Source: an optimization exercise on an open RTL-to-GDS flow (aim: small area). Production flows keep margins and buffers that such runs may drop.
In this exercise RTL edits were held to simulation tests only and were not proved equivalent to the original.
Power and IR drop assume default switching activity.

==> flow/design.v (outline; a module is shown in full before it is edited, if it fits) <==
// module PE: 476 lines
// module PE_F: 494 lines
// module ENC: 27 lines
// module BENC: 12 lines
// module BSEL: 9 lines
// module XR: 3 lines
// module XNR: 3 lines
// module ND: 3 lines
// module NR: 3 lines
// module AN: 3 lines
// module AO: 3 lines
// module HA: 4 lines
// module FA: 4 lines
// module PE_array: 109 lines
// module MS: 9 lines
module PE_array #(
    parameter DATA_WIDTH    = 16 ,
    parameter SYSTOLIC_SIZE = 8
) (
    input                                       clk          ,
    input                                       rst_n        ,
    input                                       reset_pe     ,
    input                                       write_out_en ,
    input  [SYSTOLIC_SIZE * DATA_WIDTH - 1 : 0] wgt_in       ,
    input  [SYSTOLIC_SIZE * DATA_WIDTH - 1 : 0] ifm_in       ,
    output [SYSTOLIC_SIZE * DATA_WIDTH - 1 : 0] ofm_out
);
  // ...
==> flow/flow/run.sh <==
#!/bin/bash
set -euo pipefail
export BUFFER_PORTS_ARGS="-buffer_cell sky130_fd_sc_hd__buf_1"
export CTS_ARGS="-sink_clustering_enable -repair_clock_nets -dont_use_dummy_load -sink_clustering_size 24 -sink_clustering_max_diameter 100"
export REMOVE_ABC_BUFFERS=1
bash standard.sh > standard.log 2>&1
==> flow/standard.sh <==
#!/bin/bash
# synth_recipe.tcl (not shown) runs the flow's synth.tcl, then flattens the netlist and writes it again
# the make line also repeats each setting of config.mk as NAME=value (left out here)
make -C /OpenROAD-flow-scripts/flow DESIGN_CONFIG=/design/flow/config.mk WORK_HOME=/design/flow/orfs CLKGATE_MAP_FILE= SYNTH_SCRIPT=/design/flow/synth_recipe.tcl "${@:-finish}"
==> flow/config.mk <==
export PLATFORM = sky130hd
export DESIGN_NAME = PE_array
export DESIGN_NICKNAME = PE_array
export VERILOG_FILES = /design/flow/design.v
export SDC_FILE = /design/flow/constraint.sdc
export NUM_CORES = 4
export LEC_CHECK = 0
export CAP_MARGIN = 20
export CORE_MARGIN = 2
export CORE_UTILIZATION = 55
export CTS_CLUSTER_DIAMETER = 100
export CTS_CLUSTER_SIZE = 24
export GPL_TIMING_DRIVEN = 0
export SLEW_MARGIN = 20
export SYNTH_HIERARCHICAL = 1
export SYNTH_MINIMUM_KEEP_SIZE = 0
==> flow/constraint.sdc <==
create_clock -name core_clock -period 8.0 [get_ports {clk}]
set_input_delay 1.6000 -clock core_clock [delete_from_list [all_inputs] [get_ports {clk}]]
set_output_delay 1.6000 -clock core_clock [all_outputs]
set_load 0.01 [all_outputs]
==> summary.txt, run 1 <==
status complete, no violations; setup violators final 0; Synthesis Warnings 7; slew margin rel. 0.176; First-pass DRT Iterations 6; Slew @ Worst Pin 1.23 ns; max FFs per register 1400; vias in the first global route 184987; Final Skew 0.0828 ns; final instance area 282000 µm²; R2R depth 18; number of synthesized register bits around 4400; worst flop-to-flop path startpoint row[3].col[3].bottom[16]; gr usage total 0.314; Worst Setup SP wgt_in[97]; type of the worst setup path primary input to register; Max Fanout on Critical Path 20; total CTS buffers between 200 and 250; crit end category register; NonClk Buf Share 0.0135; largest net degree at the start of global routing 97; # clk buffers around 220; flip-flop and latch area just under 90000 µm²; Synth Area per Inst 12.2 µm²; Multi-input gate area 176000 µm²; post-synthesis xor/xnor area fraction 0.197; Iter 0 DRT Violations 15718; Worst setup endpoint row[0].col[6].acc[15]; hold endpoint row[1].col[7].bottom[15]; DRT Wirelength 772000 µm; top sig layer met5; global-route wire length before repair 1190000 µm; clock net sink count 4354; GRT overflow 0; final std cells w/o fill 28772; chip height 699 µm; crit-path most repeated cell a21o_1; Starting Density 0.551; P per Cell Area 506 nW/µm²; Pint 80.9 mW; Max Fclk around 140 MHz
==> run 2, diff against run 1 <==
==> flow/run.sh (new file) <==
#!/bin/bash
# synth_recipe.tcl (not shown) runs the flow's synth.tcl, then flattens the netlist and writes it again
# the make line also repeats each setting of config.mk as NAME=value (left out here)
make -C /OpenROAD-flow-scripts/flow DESIGN_CONFIG=/design/flow/config.mk WORK_HOME=/design/flow/orfs CLKGATE_MAP_FILE= SYNTH_SCRIPT=/design/flow/synth_recipe.tcl finish
removed: flow/flow/run.sh
removed: flow/standard.sh
==> run 2 against run 1 <==
  * Still clean on timing, DRC and antenna
  * Synthesized cell count unchanged
  * Utilization increased by 0.98 points
  * Critical path depth unchanged
  * Sequential power about the same
  * Final area increased by 1.7%
  * Critical endpoint is now row[0].col[1].acc[15]
==> summary.txt, run 2 <==
vias in the first global route 186828 (was 184987); crit-path most repeated cell a21o_1 (unchanged); Max Root-Sink Buffers 4 (unchanged); Max Fanout on Critical Path 16 (was 20); EDFF count, synth 0 (unchanged); Synthesis Warnings 7 (unchanged); via count 177653 (was 176591); setup violators final 0 (unchanged); clock net sink count 4354 (unchanged); Power Total 144 mW (was 142 mW); Synth Area in Compound Gates 0.135 (unchanged); Leakage 118 nW (was 115 nW); Regs by FF count row.col.bottom (1400), row.col.acc (1024), row.col.mac (1024) (unchanged); crit end category register (unchanged); Fin. Hold Viols 0 (unchanged); R2R depth 18 (unchanged); post-cts hold buffer count 0 (unchanged); Final ANT Viol Nets 0 (unchanged); Worst Setup Start Kind primary input (unchanged); type of the worst setup path primary input to register (unchanged); post-synth top area share 0.317 (unchanged); placed cells 28723 (was 28526); gr usage total 0.317 (was 0.314); dpl hpwl 579000 µm (was 571000 µm); Worst path depth 20 (unchanged); Starting Density 0.551 (unchanged); async set-reset flop share out of synthesis 0.0354 (unchanged); final std cells w/o fill 29060 (was 28772); GP Congestion 0.909 (was 0.904); DRC 0 (unchanged); Synth area leader dfxtp_1 (unchanged); Yosys cell types 26 (unchanged); mux cell area share after synthesis 0.0000849 (unchanged); Setup Buffers After CTS 0 (unchanged); Period minus WS final 7.31 ns (was 7.19 ns); register area share after synthesis 0.331 (unchanged); share of cells above drive strength 1 0.0285 (was 0.0181); crit-path max cell delay 0.77 ns (was 0.69 ns); Largest Register row.col.bottom (unchanged); Multi-input gate area 176000 µm² (about the same); max_cap viols 0 (unchanged); GRT overflow 0 (unchanged); pre-CTS setup slack -0.217 ns (was -0.0696 ns); Max Fclk 137 MHz (was 139 MHz); worst setup margin 0.695 ns (was 0.807 ns); TritonCTS clock tree yes (unchanged); global-route wire length before repair 1200000 µm (was 1190000 µm); unrepaired setup endpoints after global routing false (unchanged); DRT Wirelength 779000 µm (was 772000 µm); largest net degree at the start of global routing 128 (was 97); Chip Width 699 µm (unchanged); post-synthesis xor/xnor area fraction 0.197 (unchanged); hold path depth 0 (unchanged); Slew @ Worst Pin 1.28 ns (was 1.23 ns); Tcrit/Tclk final 0.913 (was 0.899); FILL cells 39730 (was 40099); most common cell after layout, fill and taps aside xor2_1 (unchanged); hold crit path type register to register (unchanged); synth top area cells dfxtp_1 (32%), fa_1 (29%), xor2_1 (19%) (unchanged); number of synthesized register bits 4354 (unchanged); clk slew on worst S/H paths 0.09 ns (was 0.10 ns); core area 481000 µm² (unchanged); most frequent cells in the layout xor2_1 (5898), dfxtp_1 (4200), o22ai_1 (4096) (was xor2_1 (5898), dfxtp_1 (4199), o22ai_1 (4096)); Slowest-stage cell, CP xnor2_2 (unchanged); Synth Area per Inst 12.2 µm² (unchanged); Root Driver clkbuf_16 (unchanged); simple-gate share of the synthesized area 0.0427 (unchanged); ys flop type dfxtp_1 (unchanged); First-pass DRT Iterations 8 (was 6); flip-flop and latch area 87900 µm² (about the same); Final Skew 0.0368 ns (was 0.0828 ns); vias per std cell 6.11 (was 6.14); total CTS buffers 226 (was 224); Routed wire per std cell 26.8 µm (about the same); VDD IR max 0.471 mV (was 0.720 mV); nets@finish 26584 (was 26385); slew margin rel. 0.137 (was 0.176); most common cell in the netlist xor2_1 (unchanged); Die Footprint 488000 µm² (unchanged); Final Slew Violations 0 (unchanged); antenna violations before repair 20 (unchanged); max FFs per register 1400 (unchanged); critical path cell sequence clkdlybuf4s50_1, xnor2_2, nand2_1, o22ai_1, xor2_1, fa_1, fa_1, fa_1, fa_1, fa_1, fa_1, a21o_1, a21o_1, a21o_1, a21o_1, a21o_1, a21o_1, a21o_1, xor2_1, and2_1 (was buf_2, xnor2_2, nand2_1, o22ai_1, xor2_1, fa_1, fa_1, fa_1, fa_1, fa_1, fa_1, a21o_1, a21o_1, a21o_1, a21o_1, a21o_1, a21o_1, a21o_1, xor2_1, and2_1); IO Pins 388 (unchanged); Iter 0 DRT Violations 15001 (was 15718); Top delay family on crit path adder cells (unchanged); Synth Instances 21803 (unchanged); Bufs and invs on worst path 1 (unchanged); htree depth 4 (unchanged); list of most frequent post-synthesis cells xor2_1 (5898), dfxtp_1 (4200), o22ai_1 (4096) (unchanged); Std-Cell Rows 255 (unchanged); port bufs 387 (unchanged); Layout Area Growth over Synthesis 7.90% (was 6.13%); clock latency (worst-skew pair) 1.00 ns (was 0.99 ns); chip height 699 µm (unchanged); Worst Path Required 8.89 ns (was 8.85 ns); P per Cell Area 503 nW/µm² (was 506 nW/µm²); Mapped Area 265000 µm² (unchanged); main combinational cell family by area after synthesis adder cells (unchanged); adder-cell share of the synthesized area 0.287 (unchanged); status complete, no violations (unchanged); cts repair resizes 0 (unchanged); WP data arrival 8.20 ns (was 8.04 ns); hold slack 0.353 ns (was 0.312 ns); setup_tns 0 ns (unchanged)
-- run 2: cell counts after synthesis --
No cell type changed its count.
-- run 2: worst register-to-register path, stage by stage (launching register included) --
cell	delay, ns
dfxtp_1	1.08
xor2_1	0.20
fa_1	0.42
fa_1	0.42
fa_1	0.41
fa_1	0.42
fa_1	0.41
fa_1	0.40
fa_1	0.41
fa_1	0.40
fa_1	0.39
fa_1	0.39
fa_1	0.42
a21o_1	0.23
a21o_1	0.20
a21o_1	0.18
a21o_1	0.17
xor2_1	0.16
and2_1	0.16
-- run 2: per-layer routing --
layer | wire, µm | global-route usage | vias to the layer above
li1 | - | - | 77507
met1 | 325000 | 0.431 | 91952
met2 | 382000 | 0.531 | 6845
met3 | 39100 | 0.0280 | 1349
met4 | 32700 | 0.115 | 0
met5 | 0 | 0 | -
-- run 2: Yosys stat by module (local to each module, per instance), a selection --
module,cells,cell area [µm²],flops+latches,times used
XR,1,8.76,0,5898
ENC,10,70.1,0,8
MS,1,8.76,0,896
NR,1,3.75,0,512
XNR,1,8.76,0,56
AN,1,6.26,0,1325
PE_array,4788,90500,4354,1
ND,1,3.75,0,56
FA,1,20.0,0,3795
BSEL,1,6.26,0,4096
AO,1,7.51,0,301
-- run 2: per-stage QoR --
| step | area [µm²] | utilization |
|---|---|---|
| 5_1_grt | 286000 | 0.595 |
| 2_1_floorplan | 265000 | - |
| 3_3_place_gp | 277000 | 0.576 |
| 6_report | 286000 | 0.595 |
| 3_5_place_dp | 280000 | 0.581 |
| 4_1_cts | 286000 | 0.594 |
-- run 2: area by class of cell --
class,count,share of cell area
tap,6425,0.0281
clock buffer,258,0.0205
inverter,148,0.00195
clock inverter,63,0.00273
buffer,207,0.00534
antenna,16,0.000140
sequential,4354,0.307
timing repair buffer,495,0.0208
multi-input combinational,17094,0.613
-- run 2: logic make-up after synthesis --
group | Yosys count
xor+xnor | 5955
compound gates | 5304
flops | 4354
simple gates | 2035
fa+ha+maj | 3798
buf+inv | 355
mux | 2
-- run 2: final timing paths --
check	startpoint	to	slack, ns
setup / recovery	wgt_in[17]	row[0].col[1].acc[15]	0.69
hold / removal	row[0].col[7].bottom[15]	row[1].col[7].bottom[15]	0.35
setup reg to reg	row[3].col[4].bottom[16]	row[4].col[4].acc[15]	1.03
hold reg to reg	row[0].col[7].bottom[15]	row[1].col[7].bottom[15]	0.35
max in group asynchronous	rst_n	row[0].col[0].acc[8]	6.44
min in group asynchronous	rst_n	row[7].col[0].mac[15]	0.45
-- run 2: power by group --
part | switching (mW) | leakage (nW) | total [mW] | internal, mW
Sequential | 6.29 | 37.1 | 33.9 | 27.6
Clock | 7.52 | 3.25 | 13.0 | 5.47
Combinational | 48.3 | 77.2 | 97.2 | 48.9
Total | 62.1 | 118 | 144 | 82.0
==> module PE, before the edit <==
module PE (
    input  [7:0]  one_n ,   
    input  [7:0]  two_n ,   
    input  [7:0]  neg   ,   
    input         negp  ,   
    input  [15:0] bn    ,   
    input  [15:0] acc   ,
    input         keep  ,   
    output [15:0] d
);
    wire p1;
    NR u2 (.a(one_n[0]), .b(bn[0]), .y(p1));
    wire x3;
    XR u4 (.a(p1), .b(neg[0]), .y(x3));
    wire p5;
    BSEL u6 (.one_n(one_n[0]), .two_n(two_n[0]), .bn0(bn[1]), .bn1(bn[0]), .sel(p5));
    wire x7;
    XR u8 (.a(p5), .b(neg[0]), .y(x7));
    wire p9;
    BSEL u10 (.one_n(one_n[0]), .two_n(two_n[0]), .bn0(bn[2]), .bn1(bn[1]), .sel(p9));
    wire x11;
    XR u12 (.a(p9), .b(neg[0]), .y(x11));
    wire p13;
    BSEL u14 (.one_n(one_n[0]), .two_n(two_n[0]), .bn0(bn[3]), .bn1(bn[2]), .sel(p13));
    wire x15;
    XR u16 (.a(p13), .b(neg[0]), .y(x15));
    wire p17;
    BSEL u18 (.one_n(one_n[0]), .two_n(two_n[0]), .bn0(bn[4]), .bn1(bn[3]), .sel(p17));
    wire x19;
    XR u20 (.a(p17), .b(neg[0]), .y(x19));
    wire p21;
    BSEL u22 (.one_n(one_n[0]), .two_n(two_n[0]), .bn0(bn[5]), .bn1(bn[4]), .sel(p21));
    wire x23;
    XR u24 (.a(p21), .b(neg[0]), .y(x23));
    wire p25;
    BSEL u26 (.one_n(one_n[0]), .two_n(two_n[0]), .bn0(bn[6]), .bn1(bn[5]), .sel(p25));
    wire x27;
    XR u28 (.a(p25), .b(neg[0]), .y(x27));
    wire p29;
    BSEL u30 (.one_n(one_n[0]), .two_n(two_n[0]), .bn0(bn[7]), .bn1(bn[6]), .sel(p29));
    wire x31;
    XR u32 (.a(p29), .b(neg[0]), .y(x31));
    wire p33;
    BSEL u34 (.one_n(one_n[0]), .two_n(two_n[0]), .bn0(bn[8]), .bn1(bn[7]), .sel(p33));
    wire x35;
    XR u36 (.a(p33), .b(neg[0]), .y(x35));
    wire p37;
    BSEL u38 (.one_n(one_n[0]), .two_n(two_n[0]), .bn0(bn[9]), .bn1(bn[8]), .sel(p37));
    wire x39;
    XR u40 (.a(p37), .b(neg[0]), .y(x39));
    wire p41;
    BSEL u42 (.one_n(one_n[0]), .two_n(two_n[0]), .bn0(bn[10]), .bn1(bn[9]), .sel(p41));
    wire x43;
    XR u44 (.a(p41), .b(neg[0]), .y(x43));
    wire p45;
    BSEL u46 (.one_n(one_n[0]), .two_n(two_n[0]), .bn0(bn[11]), .bn1(bn[10]), .sel(p45));
    wire x47;
    XR u48 (.a(p45), .b(neg[0]), .y(x47));
    wire p49;
    BSEL u50 (.one_n(one_n[0]), .two_n(two_n[0]), .bn0(bn[12]), .bn1(bn[11]), .sel(p49));
    wire x51;
    XR u52 (.a(p49), .b(neg[0]), .y(x51));
    wire p53;
    BSEL u54 (.one_n(one_n[0]), .two_n(two_n[0]), .bn0(bn[13]), .bn1(bn[12]), .sel(p53));
    wire x55;
    XR u56 (.a(p53), .b(neg[0]), .y(x55));
    wire p57;
    BSEL u58 (.one_n(one_n[0]), .two_n(two_n[0]), .bn0(bn[14]), .bn1(bn[13]), .sel(p57));
    wire x59;
    XR u60 (.a(p57), .b(neg[0]), .y(x59));
    wire p61;
    BSEL u62 (.one_n(one_n[0]), .two_n(two_n[0]), .bn0(bn[15]), .bn1(bn[14]), .sel(p61));
    wire p63;
    NR u64 (.a(one_n[1]), .b(bn[0]), .y(p63));
    wire x65;
    XR u66 (.a(p63), .b(neg[1]), .y(x65));
    wire p67;
    BSEL u68 (.one_n(one_n[1]), .two_n(two_n[1]), .bn0(bn[1]), .bn1(bn[0]), .sel(p67));
    wire x69;
    XR u70 (.a(p67), .b(neg[1]), .y(x69));
    wire p71;
    BSEL u72 (.one_n(one_n[1]), .two_n(two_n[1]), .bn0(bn[2]), .bn1(bn[1]), .sel(p71));
    wire x73;
    XR u74 (.a(p71), .b(neg[1]), .y(x73));
    wire p75;
    BSEL u76 (.one_n(one_n[1]), .two_n(two_n[1]), .bn0(bn[3]), .bn1(bn[2]), .sel(p75));
    wire x77;
    XR u78 (.a(p75), .b(neg[1]), .y(x77));
    wire p79;
    BSEL u80 (.one_n(one_n[1]), .two_n(two_n[1]), .bn0(bn[4]), .bn1(bn[3]), .sel(p79));
    wire x81;
    XR u82 (.a(p79), .b(neg[1]), .y(x81));
    wire p83;
    BSEL u84 (.one_n(one_n[1]), .two_n(two_n[1]), .bn0(bn[5]), .bn1(bn[4]), .sel(p83));
    wire x85;
    XR u86 (.a(p83), .b(neg[1]), .y(x85));
    wire p87;
    BSEL u88 (.one_n(one_n[1]), .two_n(two_n[1]), .bn0(bn[6]), .bn1(bn[5]), .sel(p87));
    wire x89;
    XR u90 (.a(p87), .b(neg[1]), .y(x89));
    wire p91;
    BSEL u92 (.one_n(one_n[1]), .two_n(two_n[1]), .bn0(bn[7]), .bn1(bn[6]), .sel(p91));
    wire x93;
    XR u94 (.a(p91), .b(neg[1]), .y(x93));
    wire p95;
    BSEL u96 (.one_n(one_n[1]), .two_n(two_n[1]), .bn0(bn[8]), .bn1(bn[7]), .sel(p95));
    wire x97;
    XR u98 (.a(p95), .b(neg[1]), .y(x97));
    wire p99;
    BSEL u100 (.one_n(one_n[1]), .two_n(two_n[1]), .bn0(bn[9]), .bn1(bn[8]), .sel(p99));
    wire x101;
    XR u102 (.a(p99), .b(neg[1]), .y(x101));
    wire p103;
    BSEL u104 (.one_n(one_n[1]), .two_n(two_n[1]), .bn0(bn[10]), .bn1(bn[9]), .sel(p103));
    wire x105;
    XR u106 (.a(p103), .b(neg[1]), .y(x105));
    wire p107;
    BSEL u108 (.one_n(one_n[1]), .two_n(two_n[1]), .bn0(bn[11]), .bn1(bn[10]), .sel(p107));
    wire x109;
    XR u110 (.a(p107), .b(neg[1]), .y(x109));
    wire p111;
    BSEL u112 (.one_n(one_n[1]), .two_n(two_n[1]), .bn0(bn[12]), .bn1(bn[11]), .sel(p111));
    wire x113;
    XR u114 (.a(p111), .b(neg[1]), .y(x113));
    wire p115;
    BSEL u116 (.one_n(one_n[1]), .two_n(two_n[1]), .bn0(bn[13]), .bn1(bn[12]), .sel(p115));
    wire p117;
    NR u118 (.a(one_n[2]), .b(bn[0]), .y(p117));
    wire x119;
    XR u120 (.a(p117), .b(neg[2]), .y(x119));
    wire p121;
    BSEL u122 (.one_n(one_n[2]), .two_n(two_n[2]), .bn0(bn[1]), .bn1(bn[0]), .sel(p121));
    wire x123;
    XR u124 (.a(p121), .b(neg[2]), .y(x123));
    wire p125;
    BSEL u126 (.one_n(one_n[2]), .two_n(two_n[2]), .bn0(bn[2]), .bn1(bn[1]), .sel(p125));
    wire x127;
    XR u128 (.a(p125), .b(neg[2]), .y(x127));
    wire p129;
    BSEL u130 (.one_n(one_n[2]), .two_n(two_n[2]), .bn0(bn[3]), .bn1(bn[2]), .sel(p129));
    wire x131;
    XR u132 (.a(p129), .b(neg[2]), .y(x131));
    wire p133;
    BSEL u134 (.one_n(one_n[2]), .two_n(two_n[2]), .bn0(bn[4]), .bn1(bn[3]), .sel(p133));
    wire x135;
    XR u136 (.a(p133), .b(neg[2]), .y(x135));
    wire p137;
    BSEL u138 (.one_n(one_n[2]), .two_n(two_n[2]), .bn0(bn[5]), .bn1(bn[4]), .sel(p137));
    wire x139;
    XR u140 (.a(p137), .b(neg[2]), .y(x139));
    wire p141;
    BSEL u142 (.one_n(one_n[2]), .two_n(two_n[2]), .bn0(bn[6]), .bn1(bn[5]), .sel(p141));
    wire x143;
    XR u144 (.a(p141), .b(neg[2]), .y(x143));
    wire p145;
    BSEL u146 (.one_n(one_n[2]), .two_n(two_n[2]), .bn0(bn[7]), .bn1(bn[6]), .sel(p145));
    wire x147;
    XR u148 (.a(p145), .b(neg[2]), .y(x147));
    wire p149;
    BSEL u150 (.one_n(one_n[2]), .two_n(two_n[2]), .bn0(bn[8]), .bn1(bn[7]), .sel(p149));
    wire x151;
    XR u152 (.a(p149), .b(neg[2]), .y(x151));
    wire p153;
    BSEL u154 (.one_n(one_n[2]), .two_n(two_n[2]), .bn0(bn[9]), .bn1(bn[8]), .sel(p153));
    wire x155;
    XR u156 (.a(p153), .b(neg[2]), .y(x155));
    wire p157;
    BSEL u158 (.one_n(one_n[2]), .two_n(two_n[2]), .bn0(bn[10]), .bn1(bn[9]), .sel(p157));
    wire x159;
    XR u160 (.a(p157), .b(neg[2]), .y(x159));
    wire p161;
    BSEL u162 (.one_n(one_n[2]), .two_n(two_n[2]), .bn0(bn[11]), .bn1(bn[10]), .sel(p161));
    wire p163;
    NR u164 (.a(one_n[3]), .b(bn[0]), .y(p163));
    wire x165;
    XR u166 (.a(p163), .b(neg[3]), .y(x165));
    wire p167;
    BSEL u168 (.one_n(one_n[3]), .two_n(two_n[3]), .bn0(bn[1]), .bn1(bn[0]), .sel(p167));
    wire x169;
    XR u170 (.a(p167), .b(neg[3]), .y(x169));
    wire p171;
    BSEL u172 (.one_n(one_n[3]), .two_n(two_n[3]), .bn0(bn[2]), .bn1(bn[1]), .sel(p171));
    wire x173;
    XR u174 (.a(p171), .b(neg[3]), .y(x173));
    wire p175;
    BSEL u176 (.one_n(one_n[3]), .two_n(two_n[3]), .bn0(bn[3]), .bn1(bn[2]), .sel(p175));
    wire x177;
    XR u178 (.a(p175), .b(neg[3]), .y(x177));
    wire p179;
    BSEL u180 (.one_n(one_n[3]), .two_n(two_n[3]), .bn0(bn[4]), .bn1(bn[3]), .sel(p179));
    wire x181;
    XR u182 (.a(p179), .b(neg[3]), .y(x181));
    wire p183;
    BSEL u184 (.one_n(one_n[3]), .two_n(two_n[3]), .bn0(bn[5]), .bn1(bn[4]), .sel(p183));
    wire x185;
    XR u186 (.a(p183), .b(neg[3]), .y(x185));
    wire p187;
    BSEL u188 (.one_n(one_n[3]), .two_n(two_n[3]), .bn0(bn[6]), .bn1(bn[5]), .sel(p187));
    wire x189;
    XR u190 (.a(p187), .b(neg[3]), .y(x189));
    wire p191;
    BSEL u192 (.one_n(one_n[3]), .two_n(two_n[3]), .bn0(bn[7]), .bn1(bn[6]), .sel(p191));
    wire x193;
    XR u194 (.a(p191), .b(neg[3]), .y(x193));
    wire p195;
    BSEL u196 (.one_n(one_n[3]), .two_n(two_n[3]), .bn0(bn[8]), .bn1(bn[7]), .sel(p195));
    wire x197;
    XR u198 (.a(p195), .b(neg[3]), .y(x197));
    wire p199;
    BSEL u200 (.one_n(one_n[3]), .two_n(two_n[3]), .bn0(bn[9]), .bn1(bn[8]), .sel(p199));
    wire p201;
    NR u202 (.a(one_n[4]), .b(bn[0]), .y(p201));
    wire x203;
    XR u204 (.a(p201), .b(neg[4]), .y(x203));
    wire p205;
    BSEL u206 (.one_n(one_n[4]), .two_n(two_n[4]), .bn0(bn[1]), .bn1(bn[0]), .sel(p205));
    wire x207;
    XR u208 (.a(p205), .b(neg[4]), .y(x207));
    wire p209;
    BSEL u210 (.one_n(one_n[4]), .two_n(two_n[4]), .bn0(bn[2]), .bn1(bn[1]), .sel(p209));
    wire x211;
    XR u212 (.a(p209), .b(neg[4]), .y(x211));
    wire p213;
    BSEL u214 (.one_n(one_n[4]), .two_n(two_n[4]), .bn0(bn[3]), .bn1(bn[2]), .sel(p213));
    wire x215;
    XR u216 (.a(p213), .b(neg[4]), .y(x215));
    wire p217;
    BSEL u218 (.one_n(one_n[4]), .two_n(two_n[4]), .bn0(bn[4]), .bn1(bn[3]), .sel(p217));
    wire x219;
    XR u220 (.a(p217), .b(neg[4]), .y(x219));
    wire p221;
    BSEL u222 (.one_n(one_n[4]), .two_n(two_n[4]), .bn0(bn[5]), .bn1(bn[4]), .sel(p221));
    wire x223;
    XR u224 (.a(p221), .b(neg[4]), .y(x223));
    wire p225;
    BSEL u226 (.one_n(one_n[4]), .two_n(two_n[4]), .bn0(bn[6]), .bn1(bn[5]), .sel(p225));
    wire x227;
    XR u228 (.a(p225), .b(neg[4]), .y(x227));
    wire p229;
    BSEL u230 (.one_n(one_n[4]), .two_n(two_n[4]), .bn0(bn[7]), .bn1(bn[6]), .sel(p229));
    wire p231;
    NR u232 (.a(one_n[5]), .b(bn[0]), .y(p231));
    wire x233;
    XR u234 (.a(p231), .b(neg[5]), .y(x233));
    wire p235;
    BSEL u236 (.one_n(one_n[5]), .two_n(two_n[5]), .bn0(bn[1]), .bn1(bn[0]), .sel(p235));
    wire x237;
    XR u238 (.a(p235), .b(neg[5]), .y(x237));
    wire p239;
    BSEL u240 (.one_n(one_n[5]), .two_n(two_n[5]), .bn0(bn[2]), .bn1(bn[1]), .sel(p239));
    wire x241;
    XR u242 (.a(p239), .b(neg[5]), .y(x241));
    wire p243;
    BSEL u244 (.one_n(one_n[5]), .two_n(two_n[5]), .bn0(bn[3]), .bn1(bn[2]), .sel(p243));
    wire x245;
    XR u246 (.a(p243), .b(neg[5]), .y(x245));
    wire p247;
    BSEL u248 (.one_n(one_n[5]), .two_n(two_n[5]), .bn0(bn[4]), .bn1(bn[3]), .sel(p247));
    wire x249;
    XR u250 (.a(p247), .b(neg[5]), .y(x249));
    wire p251;
    BSEL u252 (.one_n(one_n[5]), .two_n(two_n[5]), .bn0(bn[5]), .bn1(bn[4]), .sel(p251));
    wire p253;
    NR u254 (.a(one_n[6]), .b(bn[0]), .y(p253));
    wire x255;
    XR u256 (.a(p253), .b(neg[6]), .y(x255));
    wire p257;
    BSEL u258 (.one_n(one_n[6]), .two_n(two_n[6]), .bn0(bn[1]), .bn1(bn[0]), .sel(p257));
    wire x259;
    XR u260 (.a(p257), .b(neg[6]), .y(x259));
    wire p261;
    BSEL u262 (.one_n(one_n[6]), .two_n(two_n[6]), .bn0(bn[2]), .bn1(bn[1]), .sel(p261));
    wire x263;
    XR u264 (.a(p261), .b(neg[6]), .y(x263));
    wire p265;
    BSEL u266 (.one_n(one_n[6]), .two_n(two_n[6]), .bn0(bn[3]), .bn1(bn[2]), .sel(p265));
    wire p267;
    NR u268 (.a(one_n[7]), .b(bn[0]), .y(p267));
    wire x269;
    XR u270 (.a(p267), .b(neg[7]), .y(x269));
    wire p271;
    BSEL u272 (.one_n(one_n[7]), .two_n(two_n[7]), .bn0(bn[1]), .bn1(bn[0]), .sel(p271));
    wire s273, c274;
    FA u275 (.a(acc[0]), .b(neg[0]), .c(x3), .s(s273), .co(c274));
    wire s276, c277;
    FA u278 (.a(acc[1]), .b(x7), .c(c274), .s(s276), .co(c277));
    wire s279, c280;
    FA u281 (.a(acc[2]), .b(neg[1]), .c(x11), .s(s279), .co(c280));
    wire s282, c283;
    FA u284 (.a(x65), .b(s279), .c(c277), .s(s282), .co(c283));
    wire s285, c286;
    FA u287 (.a(acc[3]), .b(x15), .c(x69), .s(s285), .co(c286));
    wire s288, c289;
    FA u290 (.a(c280), .b(s285), .c(c283), .s(s288), .co(c289));
    wire s291, c292;
    FA u293 (.a(acc[4]), .b(neg[2]), .c(x119), .s(s291), .co(c292));
    wire s294, c295;
    FA u296 (.a(x19), .b(x73), .c(c286), .s(s294), .co(c295));
    wire s297, c298;
    FA u299 (.a(s291), .b(s294), .c(c289), .s(s297), .co(c298));
    wire s300, c301;
    FA u302 (.a(acc[5]), .b(x123), .c(x23), .s(s300), .co(c301));
    wire s303, c304;
    FA u305 (.a(x77), .b(c292), .c(s300), .s(s303), .co(c304));
    wire s306, c307;
    FA u308 (.a(c295), .b(s303), .c(c298), .s(s306), .co(c307));
    wire s309, c310;
    FA u311 (.a(acc[6]), .b(neg[3]), .c(x127), .s(s309), .co(c310));
    wire s312, c313;
    FA u314 (.a(x165), .b(x27), .c(x81), .s(s312), .co(c313));
    wire s315, c316;
    FA u317 (.a(c301), .b(s309), .c(s312), .s(s315), .co(c316));
    wire s318, c319;
    FA u320 (.a(c304), .b(s315), .c(c307), .s(s318), .co(c319));
    wire s321, c322;
    FA u323 (.a(acc[7]), .b(x131), .c(x169), .s(s321), .co(c322));
    wire s324, c325;
    FA u326 (.a(x31), .b(x85), .c(c310), .s(s324), .co(c325));
    wire s327, c328;
    FA u329 (.a(c313), .b(s321), .c(c316), .s(s327), .co(c328));
    wire s330, c331;
    FA u332 (.a(s324), .b(s327), .c(c319), .s(s330), .co(c331));
    wire s333, c334;
    FA u335 (.a(acc[8]), .b(neg[4]), .c(x135), .s(s333), .co(c334));
    wire s336, c337;
    FA u338 (.a(x173), .b(x203), .c(x35), .s(s336), .co(c337));
    wire s339, c340;
    FA u341 (.a(x89), .b(c322), .c(s333), .s(s339), .co(c340));
    wire s342, c343;
    FA u344 (.a(s336), .b(c325), .c(s339), .s(s342), .co(c343));
    wire s345, c346;
    FA u347 (.a(c328), .b(s342), .c(c331), .s(s345), .co(c346));
    wire s348, c349;
    FA u350 (.a(acc[9]), .b(x139), .c(x177), .s(s348), .co(c349));
    wire s351, c352;
    FA u353 (.a(x207), .b(x39), .c(x93), .s(s351), .co(c352));
    wire s354, c355;
    FA u356 (.a(c334), .b(c337), .c(s348), .s(s354), .co(c355));
    wire s357, c358;
    FA u359 (.a(s351), .b(c340), .c(s354), .s(s357), .co(c358));
    wire s360, c361;
    FA u362 (.a(c343), .b(s357), .c(c346), .s(s360), .co(c361));
    wire s363, c364;
    FA u365 (.a(acc[10]), .b(neg[5]), .c(x143), .s(s363), .co(c364));
    wire s366, c367;
    FA u368 (.a(x181), .b(x211), .c(x233), .s(s366), .co(c367));
    wire s369, c370;
    FA u371 (.a(x43), .b(x97), .c(c349), .s(s369), .co(c370));
    wire s372, c373;
    FA u374 (.a(c352), .b(s363), .c(s366), .s(s372), .co(c373));
    wire s375, c376;
    FA u377 (.a(c355), .b(s369), .c(s372), .s(s375), .co(c376));
    wire s378, c379;
    FA u380 (.a(c358), .b(s375), .c(c361), .s(s378), .co(c379));
    wire s381, c382;
    FA u383 (.a(acc[11]), .b(x101), .c(x147), .s(s381), .co(c382));
    wire s384, c385;
    FA u386 (.a(x185), .b(x215), .c(x237), .s(s384), .co(c385));
    wire s387, c388;
    FA u389 (.a(x47), .b(c364), .c(c367), .s(s387), .co(c388));
    wire s390, c391;
    FA u392 (.a(s381), .b(s384), .c(c370), .s(s390), .co(c391));
    wire s393, c394;
    FA u395 (.a(c373), .b(s387), .c(s390), .s(s393), .co(c394));
    wire x396;
    XR u397 (.a(c376), .b(s393), .y(x396));
    wire g398;
    AN u399 (.a(c376), .b(s393), .y(g398));
    wire x400;
    XR u401 (.a(x396), .b(c379), .y(x400));
    wire c402;
    AO u403 (.a1(x396), .a2(c379), .b(g398), .y(c402));
    wire s404, c405;
    FA u406 (.a(acc[12]), .b(neg[6]), .c(x105), .s(s404), .co(c405));
    wire s407, c408;
    FA u409 (.a(x151), .b(x189), .c(x219), .s(s407), .co(c408));
    wire s410, c411;
    FA u412 (.a(x241), .b(x255), .c(x51), .s(s410), .co(c411));
    wire s413, c414;
    FA u415 (.a(c382), .b(c385), .c(s404), .s(s413), .co(c414));
    wire s416, c417;
    FA u418 (.a(s407), .b(s410), .c(c388), .s(s416), .co(c417));
    wire s419, c420;
    FA u421 (.a(s413), .b(c391), .c(s416), .s(s419), .co(c420));
    wire x422;
    XR u423 (.a(c394), .b(s419), .y(x422));
    wire g424;
    AN u425 (.a(c394), .b(s419), .y(g424));
    wire x426;
    XR u427 (.a(x422), .b(c402), .y(x426));
    wire c428;
    AO u429 (.a1(x422), .a2(c402), .b(g424), .y(c428));
    wire s430, c431;
    FA u432 (.a(acc[13]), .b(x109), .c(x155), .s(s430), .co(c431));
    wire s433, c434;
    FA u435 (.a(x193), .b(x223), .c(x245), .s(s433), .co(c434));
    wire s436, c437;
    FA u438 (.a(x259), .b(x55), .c(c405), .s(s436), .co(c437));
    wire s439, c440;
    FA u441 (.a(c408), .b(c411), .c(s430), .s(s439), .co(c440));
    wire s442, c443;
    FA u444 (.a(s433), .b(c414), .c(s436), .s(s442), .co(c443));
    wire s445, c446;
    FA u447 (.a(s439), .b(c417), .c(s442), .s(s445), .co(c446));
    wire x448;
    XR u449 (.a(c420), .b(s445), .y(x448));
    wire g450;
    AN u451 (.a(c420), .b(s445), .y(g450));
    wire x452;
    XR u453 (.a(x448), .b(c428), .y(x452));
    wire c454;
    AO u455 (.a1(x448), .a2(c428), .b(g450), .y(c454));
    wire s456, c457;
    FA u458 (.a(acc[14]), .b(neg[7]), .c(x113), .s(s456), .co(c457));
    wire s459, c460;
    FA u461 (.a(x159), .b(x197), .c(x227), .s(s459), .co(c460));
    wire s462, c463;
    FA u464 (.a(x249), .b(x263), .c(x269), .s(s462), .co(c463));
    wire s465, c466;
    FA u467 (.a(x59), .b(c431), .c(c434), .s(s465), .co(c466));
    wire s468, c469;
    FA u470 (.a(s456), .b(s459), .c(s462), .s(s468), .co(c469));
    wire s471, c472;
    FA u473 (.a(c437), .b(c440), .c(s465), .s(s471), .co(c472));
    wire s474, c475;
    FA u476 (.a(s468), .b(c443), .c(s471), .s(s474), .co(c475));
    wire x477;
    XR u478 (.a(c446), .b(s474), .y(x477));
    wire g479;
    AN u480 (.a(c446), .b(s474), .y(g479));
    wire x481;
    XR u482 (.a(x477), .b(c454), .y(x481));
    wire c483;
    AO u484 (.a1(x477), .a2(c454), .b(g479), .y(c483));
    wire x485;
    XR u486 (.a(acc[15]), .b(negp), .y(x485));
    wire x487;
    XR u488 (.a(x485), .b(p115), .y(x487));
    wire x489;
    XR u490 (.a(p161), .b(p199), .y(x489));
    wire x491;
    XR u492 (.a(p229), .b(p251), .y(x491));
    wire x493;
    XR u494 (.a(p265), .b(p271), .y(x493));
    wire x495;
    XR u496 (.a(p61), .b(x487), .y(x495));
    wire x497;
    XR u498 (.a(x489), .b(x491), .y(x497));
    wire x499;
    XR u500 (.a(x493), .b(x495), .y(x499));
    wire x501;
    XR u502 (.a(x497), .b(x499), .y(x501));
    wire x503;
    XR u504 (.a(c457), .b(c460), .y(x503));
    wire x505;
    XR u506 (.a(c463), .b(x501), .y(x505));
    wire x507;
    XR u508 (.a(x503), .b(x505), .y(x507));
    wire x509;
    XR u510 (.a(c466), .b(x507), .y(x509));
    wire x511;
    XR u512 (.a(c469), .b(x509), .y(x511));
    wire x513;
    XR u514 (.a(x511), .b(c472), .y(x513));
    wire x515;
    XR u516 (.a(x513), .b(c475), .y(x515));
    wire x517;
    XR u518 (.a(x515), .b(c483), .y(x517));
    wire [15:0] sum = {x517, x481, x452, x426, x400, s378, s360, s345, s330, s318, s306, s297, s288, s282, s276, s273};
    genvar k;
    generate
        for (k = 0; k < 16; k = k + 1) begin : g_d
            AN u_d (.a(sum[k]), .b(keep), .y(d[k]));
        end
    endgenerate
endmodule
==> run 3, diff against run 2 <==
--- a/flow/design.v
+++ b/flow/design.v
@@ -362,111 +362,105 @@
     FA u392 (.a(s381), .b(s384), .c(c370), .s(s390), .co(c391));
     wire s393, c394;
     FA u395 (.a(c373), .b(s387), .c(s390), .s(s393), .co(c394));
-    wire x396;
-    XR u397 (.a(c376), .b(s393), .y(x396));
-    wire g398;
-    AN u399 (.a(c376), .b(s393), .y(g398));
-    wire x400;
-    XR u401 (.a(x396), .b(c379), .y(x400));
-    wire c402;
-    AO u403 (.a1(x396), .a2(c379), .b(g398), .y(c402));
-    wire s404, c405;
-    FA u406 (.a(acc[12]), .b(neg[6]), .c(x105), .s(s404), .co(c405));
-    wire s407, c408;
-    FA u409 (.a(x151), .b(x189), .c(x219), .s(s407), .co(c408));
-    wire s410, c411;
-    FA u412 (.a(x241), .b(x255), .c(x51), .s(s410), .co(c411));
-    wire s413, c414;
-    FA u415 (.a(c382), .b(c385), .c(s404), .s(s413), .co(c414));
-    wire s416, c417;
-    FA u418 (.a(s407), .b(s410), .c(c388), .s(s416), .co(c417));
-    wire s419, c420;
-    FA u421 (.a(s413), .b(c391), .c(s416), .s(s419), .co(c420));
-    wire x422;
-    XR u423 (.a(c394), .b(s419), .y(x422));
-    wire g424;
-    AN u425 (.a(c394), .b(s419), .y(g424));
-    wire x426;
-    XR u427 (.a(x422), .b(c402), .y(x426));
-    wire c428;
-    AO u429 (.a1(x422), .a2(c402), .b(g424), .y(c428));
-    wire s430, c431;
-    FA u432 (.a(acc[13]), .b(x109), .c(x155), .s(s430), .co(c431));
-    wire s433, c434;
-    FA u435 (.a(x193), .b(x223), .c(x245), .s(s433), .co(c434));
-    wire s436, c437;
-    FA u438 (.a(x259), .b(x55), .c(c405), .s(s436), .co(c437));
-    wire s439, c440;
-    FA u441 (.a(c408), .b(c411), .c(s430), .s(s439), .co(c440));
-    wire s442, c443;
-    FA u444 (.a(s433), .b(c414), .c(s436), .s(s442), .co(c443));
-    wire s445, c446;
-    FA u447 (.a(s439), .b(c417), .c(s442), .s(s445), .co(c446));
-    wire x448;
-    XR u449 (.a(c420), .b(s445), .y(x448));
-    wire g450;
-    AN u451 (.a(c420), .b(s445), .y(g450));
-    wire x452;
-    XR u453 (.a(x448), .b(c428), .y(x452));
-    wire c454;
-    AO u455 (.a1(x448), .a2(c428), .b(g450), .y(c454));
-    wire s456, c457;
-    FA u458 (.a(acc[14]), .b(neg[7]), .c(x113), .s(s456), .co(c457));
-    wire s459, c460;
-    FA u461 (.a(x159), .b(x197), .c(x227), .s(s459), .co(c460));
-    wire s462, c463;
-    FA u464 (.a(x249), .b(x263), .c(x269), .s(s462), .co(c463));
-    wire s465, c466;
-    FA u467 (.a(x59), .b(c431), .c(c434), .s(s465), .co(c466));
-    wire s468, c469;
-    FA u470 (.a(s456), .b(s459), .c(s462), .s(s468), .co(c469));
-    wire s471, c472;
-    FA u473 (.a(c437), .b(c440), .c(s465), .s(s471), .co(c472));
-    wire s474, c475;
-    FA u476 (.a(s468), .b(c443), .c(s471), .s(s474), .co(c475));
-    wire x477;
-    XR u478 (.a(c446), .b(s474), .y(x477));
-    wire g479;
-    AN u480 (.a(c446), .b(s474), .y(g479));
-    wire x481;
-    XR u482 (.a(x477), .b(c454), .y(x481));
-    wire c483;
-    AO u484 (.a1(x477), .a2(c454), .b(g479), .y(c483));
-    wire x485;
-    XR u486 (.a(acc[15]), .b(negp), .y(x485));
-    wire x487;
-    XR u488 (.a(x485), .b(p115), .y(x487));
-    wire x489;
-    XR u490 (.a(p161), .b(p199), .y(x489));
-    wire x491;
-    XR u492 (.a(p229), .b(p251), .y(x491));
-    wire x493;
-    XR u494 (.a(p265), .b(p271), .y(x493));
-    wire x495;
-    XR u496 (.a(p61), .b(x487), .y(x495));
-    wire x497;
-    XR u498 (.a(x489), .b(x491), .y(x497));
-    wire x499;
-    XR u500 (.a(x493), .b(x495), .y(x499));
-    wire x501;
-    XR u502 (.a(x497), .b(x499), .y(x501));
-    wire x503;
-    XR u504 (.a(c457), .b(c460), .y(x503));
-    wire x505;
-    XR u506 (.a(c463), .b(x501), .y(x505));
-    wire x507;
-    XR u508 (.a(x503), .b(x505), .y(x507));
-    wire x509;
-    XR u510 (.a(c466), .b(x507), .y(x509));
-    wire x511;
-    XR u512 (.a(c469), .b(x509), .y(x511));
-    wire x513;
-    XR u514 (.a(x511), .b(c472), .y(x513));
-    wire x515;
-    XR u516 (.a(x513), .b(c475), .y(x515));
-    wire x517;
-    XR u518 (.a(x515), .b(c483), .y(x517));
-    wire [15:0] sum = {x517, x481, x452, x426, x400, s378, s360, s345, s330, s318, s306, s297, s288, s282, s276, s273};
+    wire s396, c397;
+    FA u398 (.a(c376), .b(s393), .c(c379), .s(s396), .co(c397));
+    wire s399, c400;
+    FA u401 (.a(acc[12]), .b(neg[6]), .c(x105), .s(s399), .co(c400));
+    wire s402, c403;
+    FA u404 (.a(x151), .b(x189), .c(x219), .s(s402), .co(c403));
+    wire s405, c406;
+    FA u407 (.a(x241), .b(x255), .c(x51), .s(s405), .co(c406));
+    wire s408, c409;
+    FA u410 (.a(c382), .b(c385), .c(s399), .s(s408), .co(c409));
+    wire s411, c412;
+    FA u413 (.a(s402), .b(s405), .c(c388), .s(s411), .co(c412));
+    wire s414, c415;
+    FA u416 (.a(s408), .b(c391), .c(s411), .s(s414), .co(c415));
+    wire x417;
+    XR u418 (.a(c394), .b(s414), .y(x417));
+    wire g419;
+    AN u420 (.a(c394), .b(s414), .y(g419));
+    wire x421;
+    XR u422 (.a(x417), .b(c397), .y(x421));
+    wire c423;
+    AO u424 (.a1(x417), .a2(c397), .b(g419), .y(c423));
+    wire s425, c426;
+    FA u427 (.a(acc[13]), .b(x109), .c(x155), .s(s425), .co(c426));
+    wire s428, c429;
+    FA u430 (.a(x193), .b(x223), .c(x245), .s(s428), .co(c429));
+    wire s431, c432;
+    FA u433 (.a(x259), .b(x55), .c(c400), .s(s431), .co(c432));
+    wire s434, c435;
+    FA u436 (.a(c403), .b(c406), .c(s425), .s(s434), .co(c435));
+    wire s437, c438;
+    FA u439 (.a(s428), .b(c409), .c(s431), .s(s437), .co(c438));
+    wire s440, c441;
+    FA u442 (.a(s434), .b(c412), .c(s437), .s(s440), .co(c441));
+    wire x443;
+    XR u444 (.a(c415), .b(s440), .y(x443));
+    wire g445;
+    AN u446 (.a(c415), .b(s440), .y(g445));
+    wire x447;
+    XR u448 (.a(x443), .b(c423), .y(x447));
+    wire c449;
+    AO u450 (.a1(x443), .a2(c423), .b(g445), .y(c449));
+    wire s451, c452;
+    FA u453 (.a(acc[14]), .b(neg[7]), .c(x113), .s(s451), .co(c452));
+    wire s454, c455;
+    FA u456 (.a(x159), .b(x197), .c(x227), .s(s454), .co(c455));
+    wire s457, c458;
+    FA u459 (.a(x249), .b(x263), .c(x269), .s(s457), .co(c458));
+    wire s460, c461;
+    FA u462 (.a(x59), .b(c426), .c(c429), .s(s460), .co(c461));
+    wire s463, c464;
+    FA u465 (.a(s451), .b(s454), .c(s457), .s(s463), .co(c464));
+    wire s466, c467;
+    FA u468 (.a(c432), .b(c435), .c(s460), .s(s466), .co(c467));
+    wire s469, c470;
+    FA u471 (.a(s463), .b(c438), .c(s466), .s(s469), .co(c470));
+    wire x472;
+    XR u473 (.a(c441), .b(s469), .y(x472));
+    wire g474;
+    AN u475 (.a(c441), .b(s469), .y(g474));
+    wire x476;
+    XR u477 (.a(x472), .b(c449), .y(x476));
+    wire c478;
+    AO u479 (.a1(x472), .a2(c449), .b(g474), .y(c478));
+    wire x480;
+    XR u481 (.a(acc[15]), .b(negp), .y(x480));
+    wire x482;
+    XR u483 (.a(x480), .b(p115), .y(x482));
+    wire x484;
+    XR u485 (.a(p161), .b(p199), .y(x484));
+    wire x486;
+    XR u487 (.a(p229), .b(p251), .y(x486));
+    wire x488;
+    XR u489 (.a(p265), .b(p271), .y(x488));
+    wire x490;
+    XR u491 (.a(p61), .b(x482), .y(x490));
+    wire x492;
+    XR u493 (.a(x484), .b(x486), .y(x492));
+    wire x494;
+    XR u495 (.a(x488), .b(x490), .y(x494));
+    wire x496;
+    XR u497 (.a(x492), .b(x494), .y(x496));
+    wire x498;
+    XR u499 (.a(c452), .b(c455), .y(x498));
+    wire x500;
+    XR u501 (.a(c458), .b(x496), .y(x500));
+    wire x502;
+    XR u503 (.a(x498), .b(x500), .y(x502));
+    wire x504;
+    XR u505 (.a(c461), .b(x502), .y(x504));
+    wire x506;
+    XR u507 (.a(c464), .b(x504), .y(x506));
+    wire x508;
+    XR u509 (.a(x506), .b(c467), .y(x508));
+    wire x510;
+    XR u511 (.a(x508), .b(c470), .y(x510));
+    wire x512;
+    XR u513 (.a(x510), .b(c478), .y(x512));
+    wire [15:0] sum = {x512, x476, x447, x421, s396, s378, s360, s345, s330, s318, s306, s297, s288, s282, s276, s273};
     genvar k;
     generate
         for (k = 0; k < 16; k = k + 1) begin : g_d
==> flow/flow/run.sh (new file) <==
#!/bin/bash
set -euo pipefail
export BUFFER_PORTS_ARGS="-buffer_cell sky130_fd_sc_hd__buf_1"
export CTS_ARGS="-sink_clustering_enable -repair_clock_nets -dont_use_dummy_load -sink_clustering_size 24 -sink_clustering_max_diameter 100"
export REMOVE_ABC_BUFFERS=1
bash standard.sh > standard.log 2>&1
==> flow/standard.sh (new file) <==
#!/bin/bash
# synth_recipe.tcl (not shown) runs the flow's synth.tcl, then flattens the netlist and writes it again
# the make line also repeats each setting of config.mk as NAME=value (left out here)
make -C /OpenROAD-flow-scripts/flow DESIGN_CONFIG=/design/flow/config.mk WORK_HOME=/design/flow/orfs CLKGATE_MAP_FILE= SYNTH_SCRIPT=/design/flow/synth_recipe.tcl "${@:-finish}"
removed: flow/run.sh
==> run 3 against run 2 <==
  * Area after synthesis fell by 0.21%
  * Non-clock buffer count fell by 193
  * Hold slack worse by 0.014 ns
  * Critical path type unchanged
  * Critical endpoint is now row[0].col[7].acc[15]
  * Highest routed layer unchanged
  * Flip-flop and latch count did not move
  * Register-to-register slack got worse by 0.23 ns
==> summary.txt, run 3 <==
status complete, no violations (unchanged); port bufs 387 (unchanged); Synth Instances 21656 (was 21803); Max Root-Sink Buffers 4 (unchanged); vias per std cell 6.15 (was 6.11); worst setup margin 0.754 ns (was 0.695 ns); P per Cell Area 499 nW/µm² (was 503 nW/µm²); most frequent cells in the layout xor2_1 (5800), dfxtp_1 (4200), o22ai_1 (4096) (was xor2_1 (5898), dfxtp_1 (4200), o22ai_1 (4096)); pre-CTS setup slack -0.160 ns (was -0.217 ns); Die Footprint 487000 µm² (was 488000 µm²); setup_tns 0 ns (unchanged); largest net degree at the start of global routing 89 (was 128); Regs by FF count row.col.bottom (1400), row.col.acc (1024), row.col.mac (1024) (unchanged); max FFs per register 1400 (unchanged); vias in the first global route 184580 (was 186828); Tcrit/Tclk final 0.906 (was 0.913); global-route wire length before repair 1180000 µm (was 1200000 µm); dpl hpwl 569000 µm (was 579000 µm); Worst Setup SP wgt_in[113] (was wgt_in[17]); Mapped Area 265000 µm² (about the same); cts repair resizes 0 (unchanged); First-pass DRT Iterations 6 (was 8); list of most frequent post-synthesis cells xor2_1 (5800), dfxtp_1 (4200), o22ai_1 (4096) (was xor2_1 (5898), dfxtp_1 (4200), o22ai_1 (4096)); Core Util, Final 0.587 (was 0.595); R2R depth 18 (unchanged); Yosys cell types 26 (unchanged); chip height 698 µm (was 699 µm); share of cells above drive strength 1 0.0185 (was 0.0285); final instance area 281000 µm² (was 286000 µm²); critical path cell sequence buf_2, xnor2_2, nand2_1, o22ai_1, xor2_1, fa_1, fa_1, fa_1, fa_1, fa_1, fa_1, a21o_1, a21o_1, a21o_1, a21o_1, a21o_1, a21o_1, a21o_1, xor2_1, and2_1 (was clkdlybuf4s50_1, xnor2_2, nand2_1, o22ai_1, xor2_1, fa_1, fa_1, fa_1, fa_1, fa_1, fa_1, a21o_1, a21o_1, a21o_1, a21o_1, a21o_1, a21o_1, a21o_1, xor2_1, and2_1); worst flop-to-flop path startpoint row[5].col[1].bottom[16] (was row[3].col[4].bottom[16]); setup violators final 0 (unchanged); hold path depth 0 (unchanged); Starting Density 0.553 (was 0.551); Root Driver clkbuf_16 (unchanged); Slew @ Worst Pin 1.17 ns (was 1.28 ns); type of the worst setup path primary input to register (unchanged); hold crit path type register to register (unchanged); r2r setup slk 0.80 ns (was 1.03 ns); Synthesis Warnings 7 (unchanged); gr usage total 0.312 (was 0.317); Period minus WS final 7.25 ns (was 7.31 ns); final std cells w/o fill 28598 (was 29060); most common cell in the netlist xor2_1 (unchanged); via count 175887 (was 177653); clock net sink count 4354 (unchanged); TritonCTS clock tree yes (unchanged); most common cell after layout, fill and taps aside xor2_1 (unchanged); Post-DP Area 275000 µm² (was 280000 µm²); unrepaired setup endpoints after global routing false (unchanged); RR Endpoint row[6].col[1].acc[15] (was row[4].col[4].acc[15]); crit end category register (unchanged); Setup Buffers After CTS 0 (unchanged); Worst Path Required 8.83 ns (was 8.89 ns); max_cap viols 0 (unchanged); Fin. Hold Viols 0 (unchanged); WP data arrival 8.07 ns (was 8.20 ns); GP Congestion 0.909 (about the same); placed cells 28357 (was 28723); Leakage 115 nW (was 118 nW); IO Pins 388 (unchanged); nets@finish 26291 (was 26584); register area share after synthesis 0.332 (was 0.331); Max Fanout on Critical Path 20 (was 16); slew margin rel. 0.213 (was 0.137); VDD IR max 0.702 mV (was 0.471 mV); Routed wire per std cell 26.8 µm (about the same); Final Skew 0.0769 ns (was 0.0368 ns); Synth area leader dfxtp_1 (unchanged); DRT Wirelength 766000 µm (was 779000 µm); Slowest-stage cell, CP xnor2_2 (unchanged); core area 479000 µm² (was 481000 µm²); min-delay src row[5].col[7].bottom[24] (was row[0].col[7].bottom[15]); Layout Area Growth over Synthesis 6.15% (was 7.90%); post-cts hold buffer count 0 (unchanged); hold slack 0.339 ns (was 0.353 ns); Power Total 140 mW (was 144 mW); Final Slew Violations 0 (unchanged); Chip Width 698 µm (was 699 µm); ys flop type dfxtp_1 (unchanged); Top delay family on crit path adder cells (unchanged); total CTS buffers 224 (was 226); Worst Setup Start Kind primary input (unchanged); hold endpoint row[6].col[7].bottom[24] (was row[1].col[7].bottom[15]); Largest Register row.col.bottom (unchanged); htree depth 4 (unchanged); Final ANT Viol Nets 0 (unchanged); DRC 0 (unchanged); Iter 0 DRT Violations 15796 (was 15001); clock latency (worst-skew pair) 1.00 ns (about the same); synth top area cells dfxtp_1 (32%), fa_1 (29%), xor2_1 (19%) (unchanged); number of synthesized register bits 4354 (unchanged); Std-Cell Rows 254 (was 255); EDFF count, synth 0 (unchanged); GRT overflow 0 (unchanged); crit-path most repeated cell a21o_1 (unchanged); antenna violations before repair 24 (was 20); Max Fclk 138 MHz (was 137 MHz); post-synth top area share 0.318 (was 0.317); Bufs and invs on worst path 1 (unchanged); clk slew on worst S/H paths 0.09 ns (about the same); Synth Area per Inst 12.2 µm² (about the same); crit-path max cell delay 0.81 ns (was 0.77 ns); async set-reset flop share out of synthesis 0.0354 (unchanged)
-- run 3: cell count changes in the layout (fill, tap and decap cells not counted), sizes merged --
cell           change
inv               -32
xor2              -98
clkdlybuf4s50    -385
clkinv            -25
clkbuf            -32
buf              +190
a21o              -49
fa                +49
clkinvlp           -3
and2              -49
bufinv             -3
-- run 3: how the worst max path moves through the flow --
stage                                 end  cells after the start
CTS                 row[6].col[1].acc[15]                     18
detailed placement  row[0].col[7].acc[15]                     20
global placement     row[7].col[4].mac[7]                      3
global route        row[1].col[2].acc[15]                     18
floorplan            row[0].col[1].mac[0]                      2
finish              row[0].col[7].acc[15]                     20
-- run 3: layout make-up --
| class | instances | area [µm²] |
|---|---|---|
| Clock buffer | 224 | 5610 |
| Sequential cell | 4354 | 87900 |
| Timing Repair Buffer | 509 | 3880 |
| Antenna cell | 16 | 40.0 |
| Fill cell | 39932 | 198000 |
| Multi-Input combinational cell | 16947 | 175000 |
| Tap cell | 6400 | 8010 |
| Inverter | 148 | 563 |
-- run 3: per-layer routing --
layer / vias to the layer above / part of all wire / GRT usage
met2: 6986 / 0.49 / 0.520
met5: - / 0 / 0
met3: 1361 / 0.052 / 0.0282
met1: 91067 / 0.41 / 0.425
met4: 0 / 0.043 / 0.117
li1: 76473 / - / -
-- run 3: logic make-up (layout without fill, tap and decap cells) --
family / after synthesis / in the layout / synth area share
AO/OA/AOI/OAI: 5255 / 5255 / 0.134
XOR/XNOR: 5857 / 5857 / 0.194
adder cells (fa/ha/maj): 3847 / 3847 / 0.291
buffers and inverters: 355 / 881 / 0.00782
flip-flops: 4354 / 4354 / 0.332
multiplexers: 2 / 2 / 0.0000851
other: 0 / 16 / 0
AND/OR/NAND/NOR: 1986 / 1986 / 0.0416
-- run 3: power by group --
| group | internal (mW) | switching, mW |
|---|---|---|
| logic | 47.3 | 47.1 |
| clock network | 4.97 | 7.02 |
| registers | 27.6 | 6.24 |
| total | 79.9 | 60.4 |
-- run 3: per-module statistics from Yosys (local to each module, per instance), a selection --
module    times used  flip-flops and latches
BSEL            4096                       0
MS               896                       0
PE_array           1                    4354
XR              5800                       0
XNR               56                       0
ENC                8                       0
ND                56                       0
AO               252                       0
FA              3844                       0
AN              1276                       0
NR               512                       0
-- run 3: worst register-to-register path: cells and delay by family, from the launching register on --
kind | cells | cell delay, ns
simple gates | 1 | 0.16
flops | 1 | 1.05
compound gates | 3 | 0.56
xor+xnor | 2 | 0.36
fa+ha+maj | 12 | 4.93

==> separate check: timing with driven ports <==
No port has a modelled driver above. Below, the same layouts with a new extraction and two added sets of constraints. Step 1 sets driving cells, clkbuf_16 on the clock port and buf_2 on the other inputs (assumed; they add their load-dependent delay and slew). Step 2 moves the port delays by t, midway between the first and last clock arrival at a register: inputs arrive t later, outputs are due t later. That takes back most of the time a late clock gives input paths. Three values: ideal, step 1, step 2; two values: the first two.
run	shift t [ns]	slack for setup (ns)	latest minus earliest clock arrival (ns)
run 1	1.093	0.807 / 0.914 / -0.178	0.112 / 0.113
run 2	1.108	0.695 / 0.799 / -0.310	0.047 / 0.047
run 3	1.088	0.754 / 0.797 / -0.234	0.091 / 0.091
Met with ideal ports but missed after step 2: setup timing in every run listed. The setup slack of run 2, which loses most, moves by +0.104 ns with the drivers and by -1.005 ns with both steps.
